This design comes from an exercise in tuning for small area and a short achievable clock period on the open sky130 flow, not from production work. RTL that was checked went through simulation tests only; none was proved equivalent to the original. Power figures rest on the tool's default switching activity, not on a simulated workload.

==> run B: inputs <==
## fpm
module fpm(
    input [32:1] a,
    input [32:1] b,
    input clk,
    input rst,
    input in_valid,
    output [32:1] c,
    output out_valid
    );
Settings: LEC_CHECK=0, CAP_MARGIN=20, CORE_MARGIN=2, CORE_UTILIZATION=35, SETUP_SLACK_MARGIN=2.5, SLEW_MARGIN=20, SYNTH_HIERARCHICAL=1, SYNTH_MINIMUM_KEEP_SIZE=0, TNS_END_PERCENT=0; clock period 5.0 ns.
run.sh (not shown) runs the stock make flow with config.mk's settings and CLKGATE_MAP_FILE= SYNTH_SCRIPT=/design/flow/synth_recipe.tcl, a recipe that flattens the netlist after the stock synthesis.
==> run R (differences from run B) <==
SETUP_SLACK_MARGIN = not set   (was 2.5)
TNS_END_PERCENT = not set   (was 0)
==> comparison <==
- In area after synthesis, run B and run R do not differ.
- Against run B, the maximum frequency of run R is smaller by 23%.
- Of run B and run R, run B has the higher non-clock buffer count (gap 112).
- Run B went through all stages and came out clean. Run R completed without violations.
- Against run B, the sequential power of run R is smaller by about 1%.
- In clock power, run R and run B hardly differ.
==> figures <==
Wire length of the first global-routing pass: run R 91.3 mm; run B 106 mm
Max-Slew Margin vs Limit: run R 0.193; run B 0.323
Setup slack of the worst register-to-register path: run R 1.19 ns; run B 2.08 ns
Worst Path Buf+Inv: run R 2; run B 3
Signal buffers share of area: run R 0.0582; run B 0.109
Met2 Usage GRT: run R 0.310; run B 0.354
GP Congestion: run R 0.875; run B 0.855
Count of multi-input combinational gates: run R 1345; run B 1370
Status: run R timing/DRC/antenna clean; run B timing/DRC/antenna clean
Non-clock buffer count: run R 158; run B 270
Final WL: run R 57.6 mm; run B 69.9 mm

* * *

==> run Z <==
fpm, a different RTL version from the one above (not shown whole).
clock: 5.0 ns
lec_check: 0
cap_margin: 50
core_margin: 2
core_utilization: 60
cts_buf_list: sky130_fd_sc_hd__clkbuf_8
cts_cluster_diameter: 50
cts_cluster_size: 18
setup_slack_margin: 2.3
slew_margin: 70
synth_hierarchical: 1
synth_minimum_keep_size: 0
tns_end_percent: 0
standard.sh (not shown) runs the stock make flow with config.mk's settings and CLKGATE_MAP_FILE= SYNTH_SCRIPT=/design/flow/synth_recipe.tcl, a recipe that flattens the netlist after the stock synthesis.
==> flow/flow/run.sh <==
#!/bin/bash
set -euo pipefail
export BUFFER_PORTS_ARGS="-buffer_cell sky130_fd_sc_hd__buf_2"
bash standard.sh > standard.log 2>&1
==> run K: changes against run Z <==
--- a/flow/config.mk
+++ b/flow/config.mk
@@ -11,7 +11,7 @@
 export CTS_BUF_LIST = sky130_fd_sc_hd__clkbuf_8
 export CTS_CLUSTER_DIAMETER = 50
 export CTS_CLUSTER_SIZE = 18
-export SETUP_SLACK_MARGIN = 2.3
+export SETUP_SLACK_MARGIN = 2.7
 export SLEW_MARGIN = 70
 export SYNTH_HIERARCHICAL = 1
 export SYNTH_MINIMUM_KEEP_SIZE = 0
==> qor summary <==
metric	run K	run Z
Met2 usage in global routing	50.7%	48.1%
Run status	timing/DRC/antenna clean	timing/DRC/antenna clean
Final Critical Period	2670 ps	2810 ps
Sw Pwr	5.95 mW	5.86 mW
Number of buffer and inverter stages on the critical path	2	3
Routed vias	15112	14546
Detailed router's first-iteration violation count	1338	1117
Share of the final layout cell area in sequential cells	25.6%	26.7%
Cell occurring most often along the worst timing path	sky130_fd_sc_hd__buf_4	sky130_fd_sc_hd__fa_1
Switching Fraction	41.2%	41.2%
R2r endpoint	q3_P1336$_DFF_P_	q3_hd1341$_DFF_P_
Met3 layer usage reported by global route	7.86%	7.97%
Minimum setup slack among reg-to-reg paths	2530 ps	2370 ps
Amount of wire on met3 after detailed routing	5870 µm	5520 µm
Combined global-route utilization of all metal layers	32.7%	31.4%
Combinational group share of total power	57.0%	56.3%
Pin count of the biggest net entering global routing	29	30
Fillers	2469	2613
Area of combinational cells with multiple inputs	0.0152 mm²	0.0148 mm²
Sum of routed wire length over all layers	58400 µm	55600 µm
Core occupancy in the finished layout	73.1%	69.9%
Total power consumption of the routed design	14.4 mW	14.2 mW
Relative area of non-clock buffer cells in the final design	7.64%	5.02%
No functional check of the RTL was part of any run of this note.

* * *

==> job 7009: inputs <==
fpm, a different RTL version from the one above (not shown whole).
==> flow/config.mk <==
export PLATFORM = sky130hd
export DESIGN_NAME = fpm
export DESIGN_NICKNAME = fpm
export VERILOG_FILES = /design/flow/design.v
export SDC_FILE = /design/flow/constraint.sdc
export NUM_CORES = 4
export LEC_CHECK = 0
export CAP_MARGIN = 20
export CORE_MARGIN = 2
export CORE_UTILIZATION = 60
export CTS_BUF_LIST = sky130_fd_sc_hd__clkbuf_8
export CTS_CLUSTER_DIAMETER = 50
export CTS_CLUSTER_SIZE = 18
export SETUP_SLACK_MARGIN = 2.7
export SLEW_MARGIN = 30
export SYNTH_HIERARCHICAL = 1
export SYNTH_MINIMUM_KEEP_SIZE = 0
export TNS_END_PERCENT = 0
==> flow/constraint.sdc <==
create_clock -name core_clock -period 5.0 [get_ports {clk}]
set_input_delay 1.0000 -clock core_clock [delete_from_list [all_inputs] [get_ports {clk}]]
set_output_delay 1.0000 -clock core_clock [all_outputs]
set_load 0.01 [all_outputs]
Scripts as last shown in full above: flow/flow/run.sh
==> job 7053: changes against job 7009 <==
==> flow/config.mk (replaced) <==
export PLATFORM = sky130hd
export DESIGN_NAME = fpm
export DESIGN_NICKNAME = fpm
export VERILOG_FILES = /design/flow/design.v
export SDC_FILE = /design/flow/constraint.sdc
export NUM_CORES = 4
export LEC_CHECK = 0
export CAP_MARGIN = 50
export CORE_MARGIN = 2
export CORE_UTILIZATION = 45
export CTS_BUF_LIST = sky130_fd_sc_hd__clkbuf_8
export CTS_CLUSTER_DIAMETER = 50
export CTS_CLUSTER_SIZE = 18
export SETUP_SLACK_MARGIN = 2.7
export SLEW_MARGIN = 70
export SYNTH_HIERARCHICAL = 1
export SYNTH_MINIMUM_KEEP_SIZE = 0
export TNS_END_PERCENT = 0
==> job 8326: changes against job 7009 <==
--- a/flow/config.mk
+++ b/flow/config.mk
@@ -5,14 +5,14 @@
 export SDC_FILE = /design/flow/constraint.sdc
 export NUM_CORES = 4
 export LEC_CHECK = 0
-export CAP_MARGIN = 20
+export CAP_MARGIN = 50
 export CORE_MARGIN = 2
 export CORE_UTILIZATION = 60
 export CTS_BUF_LIST = sky130_fd_sc_hd__clkbuf_8
 export CTS_CLUSTER_DIAMETER = 50
 export CTS_CLUSTER_SIZE = 18
 export SETUP_SLACK_MARGIN = 2.7
-export SLEW_MARGIN = 30
+export SLEW_MARGIN = 70
 export SYNTH_HIERARCHICAL = 1
 export SYNTH_MINIMUM_KEEP_SIZE = 0
 export TNS_END_PERCENT = 0
==> comparison <==
Job 8326 passed the timing, design-rule and antenna checks. Job 7053 completed without violations. Job 7009 completed without violations.
The lowest setup slack belongs to job 7053, the highest to job 8326.
Sequential share of layout area: job 7053 is lower than job 7009 (0.10 points).
The lowest wire length belongs to job 8326, the highest to job 7053.
Combinational power is about the same in job 7053 and job 7009.
Between job 7009 and job 8326, the lower first-iteration DRC count is in job 8326 (gap 34%, measured against job 8326).
Flip-flop and latch count is the same in job 7009 and job 8326.
Synthesized cell count is the same in job 7053 and job 7009.
In job 8326 the utilization is lower than in job 7009, by 1.3 points.

* * *

==> v4: inputs <==
fpm again, from the RTL that the note above started with.
export LEC_CHECK = 0
export CAP_MARGIN = 50
export CORE_MARGIN = 2
export CORE_UTILIZATION = 60
export CTS_BUF_LIST = sky130_fd_sc_hd__clkbuf_8
export CTS_CLUSTER_DIAMETER = 50
export CTS_CLUSTER_SIZE = 18
export SETUP_SLACK_MARGIN = 2.4
export SLEW_MARGIN = 70
export SYNTH_HIERARCHICAL = 1
export SYNTH_MINIMUM_KEEP_SIZE = 0
export TNS_END_PERCENT = 15
create_clock -name core_clock -period 5.0 [get_ports {clk}]
Scripts as last shown in full above: flow/flow/run.sh
==> v30 (differences from v4) <==
- TNS_END_PERCENT: 15 -> 0
==> run_results.csv <==
group,metric,value,unit
status,status,"finished clean",
global_route,grt_pass1_wl,90200,um
timing,clock.fmax,364,MHz
place,place_area,21800,um^2
drt,wl_met2,28400,um
pwr,swShare,0.428,
drt,firstDrtPassIters,8,
worst_setup_path,worstSetupEndpoint,"q1_s843",
place,hpwl,40000,um
place,place.gp.congestion,0.859,
drt,vias,15500,
worst_setup_path,crit_fanout,24,
global_route,grtUsageMet3,0.0883,
timing,fin_crit_sh,0.549,
drt,routed_via_density,6.28,
[end of results for v4]
==> run_results.csv <==
group,metric,value,unit
final_layout,top_regs,"q_c: 32 flops, vld: 3 flops",
timing,clock.fmax,357,MHz
worst_setup_path,crit_fanout,7,
floorplan,fp.dieH,185,um
drt,vias,14700,
drt,routed_via_density,6.15,
drt,firstDrtPassIters,5,
place,place.gp.congestion,0.933,
cts,holdBufCountCts,0,
status,status,"finished clean",
timing,fin_crit_sh,0.560,
global_route,grtUsageMet3,0.0855,
timing,hold_violations,0,
place,place_area,21700,um^2
pwr,swShare,0.425,
global_route,track_usage,0.332,
place,hpwl,39800,um
worst_setup_path,worstSetupEndpoint,"q1_s503",
[end of results for v30]

* * *

==> 02-27: inputs <==
fpm again, from the RTL that the note above started with.
Design fpm, start of the top module:
module fpm(
    input [32:1] a,
    input [32:1] b,
    input clk,
    input rst,
    input in_valid,
    output [32:1] c,
    output out_valid
    );
reg [2:0] vld;
always @(posedge clk)
    if (!rst)
        vld <= 0;
    else
        vld <= {vld[1:0], in_valid};
assign out_valid = vld[2];
wire one1;
wire two2;
wire neg3;
wire bp4;
wire bp5;
wire bp6;
wire bp7;
wire bp8;
wire bp9;
wire bp10;
wire bp11;
wire bp12;
wire bp13;
wire bp14;
wire bp15;
wire bp16;
wire bp17;
wire bp18;
wire bp19;
wire bp20;
wire bp21;
wire bp22;
wire bp23;
wire bp24;
wire bp25;
wire bp26;
wire bp27;
wire bp28;
wire nn29;
wire one30;
wire two31;
wire neg32;
wire bp33;
wire bp34;
wire bp35;
wire bp36;
wire bp37;
wire bp38;
wire bp39;
wire bp40;
wire bp41;
wire bp42;
wire bp43;
wire bp44;
wire bp45;
wire bp46;
wire bp47;
wire bp48;
wire bp49;
wire bp50;
wire bp51;
wire bp52;
wire bp53;
wire bp54;
wire bp55;
wire bp56;
wire bp57;
wire nn58;
wire one59;
wire two60;
wire neg61;
wire bp62;
wire bp63;
wire bp64;
wire bp65;
wire bp66;
wire bp67;
wire bp68;
wire bp69;
wire bp70;
wire bp71;
wire bp72;
wire bp73;
wire bp74;
wire bp75;
wire bp76;
wire bp77;
wire bp78;
wire bp79;
wire bp80;
wire bp81;
wire bp82;
wire bp83;
wire bp84;
wire bp85;
wire bp86;
wire nn87;
wire one88;
wire two89;
wire neg90;
wire bp91;
wire bp92;
wire bp93;
wire bp94;
wire bp95;
wire bp96;
wire bp97;
wire bp98;
wire bp99;
wire bp100;
wire bp101;
wire bp102;
wire bp103;
wire bp104;
wire bp105;
wire bp106;
wire bp107;
wire bp108;
wire bp109;
wire bp110;
  ...
==> flow/config.mk <==
export PLATFORM = sky130hd
export DESIGN_NAME = fpm
export DESIGN_NICKNAME = fpm
export VERILOG_FILES = /design/flow/design.v
export SDC_FILE = /design/flow/constraint.sdc
export NUM_CORES = 4
export LEC_CHECK = 0
export CAP_MARGIN = 50
export CORE_MARGIN = 2
export CORE_UTILIZATION = 60
export SETUP_SLACK_MARGIN = 2.7
export SLEW_MARGIN = 70
export SYNTH_HIERARCHICAL = 1
export SYNTH_MINIMUM_KEEP_SIZE = 0
export TNS_END_PERCENT = 0
==> flow/constraint.sdc <==
create_clock -name core_clock -period 5.0 [get_ports {clk}]
set_input_delay 1.0000 -clock core_clock [delete_from_list [all_inputs] [get_ports {clk}]]
set_output_delay 1.0000 -clock core_clock [all_outputs]
set_load 0.01 [all_outputs]
Scripts as last shown in full above: flow/flow/run.sh
==> 02-15: changes against 02-27 <==
CTS_BUF_LIST = sky130_fd_sc_hd__clkbuf_8 sky130_fd_sc_hd__clkbuf_16   (was default)
CTS_CLUSTER_DIAMETER = 60   (was default)
CTS_CLUSTER_SIZE = 25   (was default)
==> 10-26: changes against 02-27 <==
CTS_BUF_LIST = sky130_fd_sc_hd__clkbuf_8   (was default)
CTS_CLUSTER_DIAMETER = 50   (was default)
CTS_CLUSTER_SIZE = 18   (was default)
SETUP_SLACK_MARGIN = 2.5   (was 2.7)
TNS_END_PERCENT = 40   (was 0)
==> 11-05: changes against 02-27 <==
CTS_BUF_LIST = sky130_fd_sc_hd__clkbuf_8   (was default)
CTS_CLUSTER_DIAMETER = 50   (was default)
CTS_CLUSTER_SIZE = 18   (was default)
PLACE_DENSITY_LB_ADDON = 0.2   (was default)
==> summary.txt <==
11-05 passed the timing, design-rule and antenna checks. 10-26 ran to the end with no violations. 02-15 passed the timing, design-rule and antenna checks. 02-27 went through all stages and came out clean. The highest clock power belongs to 02-27, the lowest to 10-26. Core utilization: 11-05 is lower than 02-27 (2.4 points). The lowest clock-buffer cell count belongs to 02-15, the highest to 11-05. In 02-27 the worst hold slack is higher than in 10-26, by 0.0015 ns.

* * *

==> inputs of wip/fjord <==
fpm again, from the RTL that the note above started with.
==> flow/config.mk <==
export PLATFORM = sky130hd
export DESIGN_NAME = fpm
export DESIGN_NICKNAME = fpm
export VERILOG_FILES = /design/flow/design.v
export SDC_FILE = /design/flow/constraint.sdc
export NUM_CORES = 4
export LEC_CHECK = 0
export CAP_MARGIN = 50
export CORE_MARGIN = 2
export CORE_UTILIZATION = 60
export SETUP_SLACK_MARGIN = 3.0
export SLEW_MARGIN = 70
export SYNTH_HIERARCHICAL = 1
export SYNTH_MINIMUM_KEEP_SIZE = 0
export TNS_END_PERCENT = 0
==> flow/constraint.sdc <==
create_clock -name core_clock -period 5.0 [get_ports {clk}]
set_input_delay 1.0000 -clock core_clock [delete_from_list [all_inputs] [get_ports {clk}]]
set_output_delay 1.0000 -clock core_clock [all_outputs]
set_load 0.01 [all_outputs]
Scripts as last shown in full above: flow/flow/run.sh
==> wip/cedar: changes against wip/fjord <==
--- a/flow/config.mk
+++ b/flow/config.mk
@@ -8,7 +8,10 @@
 export CAP_MARGIN = 50
 export CORE_MARGIN = 2
 export CORE_UTILIZATION = 60
-export SETUP_SLACK_MARGIN = 3.0
+export CTS_BUF_LIST = sky130_fd_sc_hd__clkbuf_8
+export CTS_CLUSTER_DIAMETER = 50
+export CTS_CLUSTER_SIZE = 18
+export SETUP_SLACK_MARGIN = 2.25
 export SLEW_MARGIN = 70
 export SYNTH_HIERARCHICAL = 1
 export SYNTH_MINIMUM_KEEP_SIZE = 0
==> summary.txt <==
In flip-flop and latch count, wip/cedar and wip/fjord do not differ. In wip/cedar the global-route usage is lower than in wip/fjord, by 1.9 points. Between wip/fjord and wip/cedar, the lower design area is in wip/cedar (gap about 6%, measured against wip/cedar). Against wip/cedar, the power of wip/fjord is higher by about 8%. Sequential power: wip/cedar is lower than wip/fjord (about 1%).
==> figures <==
| item | wip/fjord | wip/cedar |
|---|---|---|
| Run status | complete, no violations | complete, no violations |
| Vias | 15100 | 14700 |
| Pwr dens | 627 nW/um^2 | 616 nW/um^2 |
| Startpoint of the worst setup timing path | b[3] | b[8] |
| Ratio of layout area to synthesized area | 1.241x | 1.170x |
| Max Clock Skew | 0.0154 ns | 0.0486 ns |
| Flop pwr share | 0.258 | 0.276 |
| Stage delay of the slowest cell on the critical path | 0.53 ns | 0.48 ns |
| Iter 0 DRT Violations | 1609 | 1364 |
| Post-route total power | 15.3 mW | 14.2 mW |
| GR met2 Demand/Resource | 0.543 | 0.506 |

* * *

==> branch quartz: inputs <==
fpm again, from the RTL that the note above started with.
clock: 5.0 ns
lec_check: 0
cap_margin: 50
core_margin: 2
core_utilization: 60
cts_buf_list: sky130_fd_sc_hd__clkbuf_16
cts_cluster_diameter: 80
cts_cluster_size: 40
setup_slack_margin: 2.7
slew_margin: 70
synth_hierarchical: 1
synth_minimum_keep_size: 0
tns_end_percent: 0
Scripts as last shown in full above: flow/flow/run.sh
==> branch fjord (differences from branch quartz) <==
==> flow/flow/run.sh (replaced) <==
#!/bin/bash
set -euo pipefail
export BUFFER_PORTS_ARGS="-buffer_cell sky130_fd_sc_hd__buf_2"
export CTS_ARGS="-sink_clustering_enable -repair_clock_nets -buf_list sky130_fd_sc_hd__clkbuf_8 -sink_clustering_size 18 -sink_clustering_max_diameter 50 -dont_use_dummy_load"
bash standard.sh > standard.log 2>&1
--- a/flow/config.mk
+++ b/flow/config.mk
@@ -8,9 +8,9 @@
 export CAP_MARGIN = 50
 export CORE_MARGIN = 2
 export CORE_UTILIZATION = 60
-export CTS_BUF_LIST = sky130_fd_sc_hd__clkbuf_16
-export CTS_CLUSTER_DIAMETER = 80
-export CTS_CLUSTER_SIZE = 40
+export CTS_BUF_LIST = sky130_fd_sc_hd__clkbuf_8
+export CTS_CLUSTER_DIAMETER = 50
+export CTS_CLUSTER_SIZE = 18
 export SETUP_SLACK_MARGIN = 2.7
 export SLEW_MARGIN = 70
 export SYNTH_HIERARCHICAL = 1
==> comparison table <==
	branch quartz	branch fjord
Outcome	timing/DRC/antenna clean	timing/DRC/antenna clean
Net count reported at finish	2364	2370
Clock edge transition at the registers on the reported setup and hold paths	0.11 ns	0.10 ns
Fraction of area in registers	0.241	0.243
Total detailed-routing wirelength	57000 µm	57100 µm
Data arrival at the endpoint of the critical path	3.25 ns	3.29 ns
First-pass GRT wire length	86600 µm	86400 µm
CLK BUF	17	31
Part of the power in the clock network	0.121	0.093
Power drawn by the sequential cells	3.93 mW	3.96 mW
Area of combinational cells with multiple inputs	14500 µm²	14600 µm²
Total clock network power	1.69 mW	1.28 mW
Largest fanout of any net on the critical path	8	7
Sequential group share of total power	0.281	0.288

-- what the ideal ports hide --
In the flow no input, the clock included, has a driving cell. The finished layouts below were timed again as built, in two steps. Step 1 (the two cells are an assumption about what drives the block):
set clk [get_ports {clk}]
set_driving_cell -lib_cell sky130_fd_sc_hd__clkbuf_16 $clk
set_driving_cell -lib_cell sky130_fd_sc_hd__buf_2 [delete_from_list [all_inputs] $clk]
Step 2, shift: input delay + t, output delay - t, t = (earliest + latest rising clock arrival at the registers) / 2. This alone moves slack from input paths to output paths. a / b / c = ideal / step 1 / step 2; a / b = the first two.
| run | shift t [ns] | slack for setup (ns) | latest minus earliest clock arrival (ns) | worst data-port slew with drivers (ns) | pins driven straight from the clock port |
|---|---|---|---|---|---|
| run B | 0.625 | 2.075 / 2.075 / 1.632 | 0.035 / 0.035 | 0.05 | 1 |
| run R | 0.607 | 1.186 / 1.186 / 1.186 | 0.031 / 0.031 | 0.05 | 1 |
| run Z | 0.610 | 2.188 / 2.175 / 1.565 | 0.020 / 0.020 | 0.11 | 1 |
| run K | 0.614 | 2.332 / 2.245 / 1.631 | 0.020 / 0.020 | 0.22 | 1 |
| job 7009 | 0.625 | 2.173 / 2.114 / 1.490 | 0.031 / 0.031 | 0.20 | 1 |
| job 7053 | 0.659 | 2.165 / 2.096 / 1.438 | 0.029 / 0.029 | 0.15 | 1 |
| job 8326 | 0.691 | 2.200 / 2.096 / 1.406 | 0.047 / 0.047 | 0.17 | 1 |
| v4 | 0.688 | 2.254 / 2.169 / 1.482 | 0.022 / 0.021 | 0.19 | 1 |
| v30 | 0.691 | 2.200 / 2.096 / 1.406 | 0.047 / 0.047 | 0.17 | 1 |
| 02-27 | 0.647 | 2.220 / 2.143 / 1.496 | 0.018 / 0.018 | 0.19 | 1 |
| 02-15 | 0.621 | 2.198 / 2.097 / 1.476 | 0.022 / 0.022 | 0.20 | 1 |
| 10-26 | 0.609 | 2.183 / 2.075 / 1.465 | 0.045 / 0.045 | 0.19 | 1 |
| 11-05 | 0.596 | 2.101 / 1.988 / 1.392 | 0.051 / 0.052 | 0.19 | 1 |
| wip/fjord | 0.647 | 2.220 / 2.143 / 1.496 | 0.018 / 0.018 | 0.19 | 1 |
| wip/cedar | 0.694 | 2.132 / 2.065 / 1.371 | 0.050 / 0.050 | 0.16 | 1 |
| branch quartz | 0.581 | 2.148 / 2.068 / 1.487 | 0.042 / 0.042 | 0.20 | 1 |
| branch fjord | 0.656 | 2.189 / 2.137 / 1.481 | 0.072 / 0.072 | 0.18 | 1 |
After both steps setup and hold are still met in every run listed.
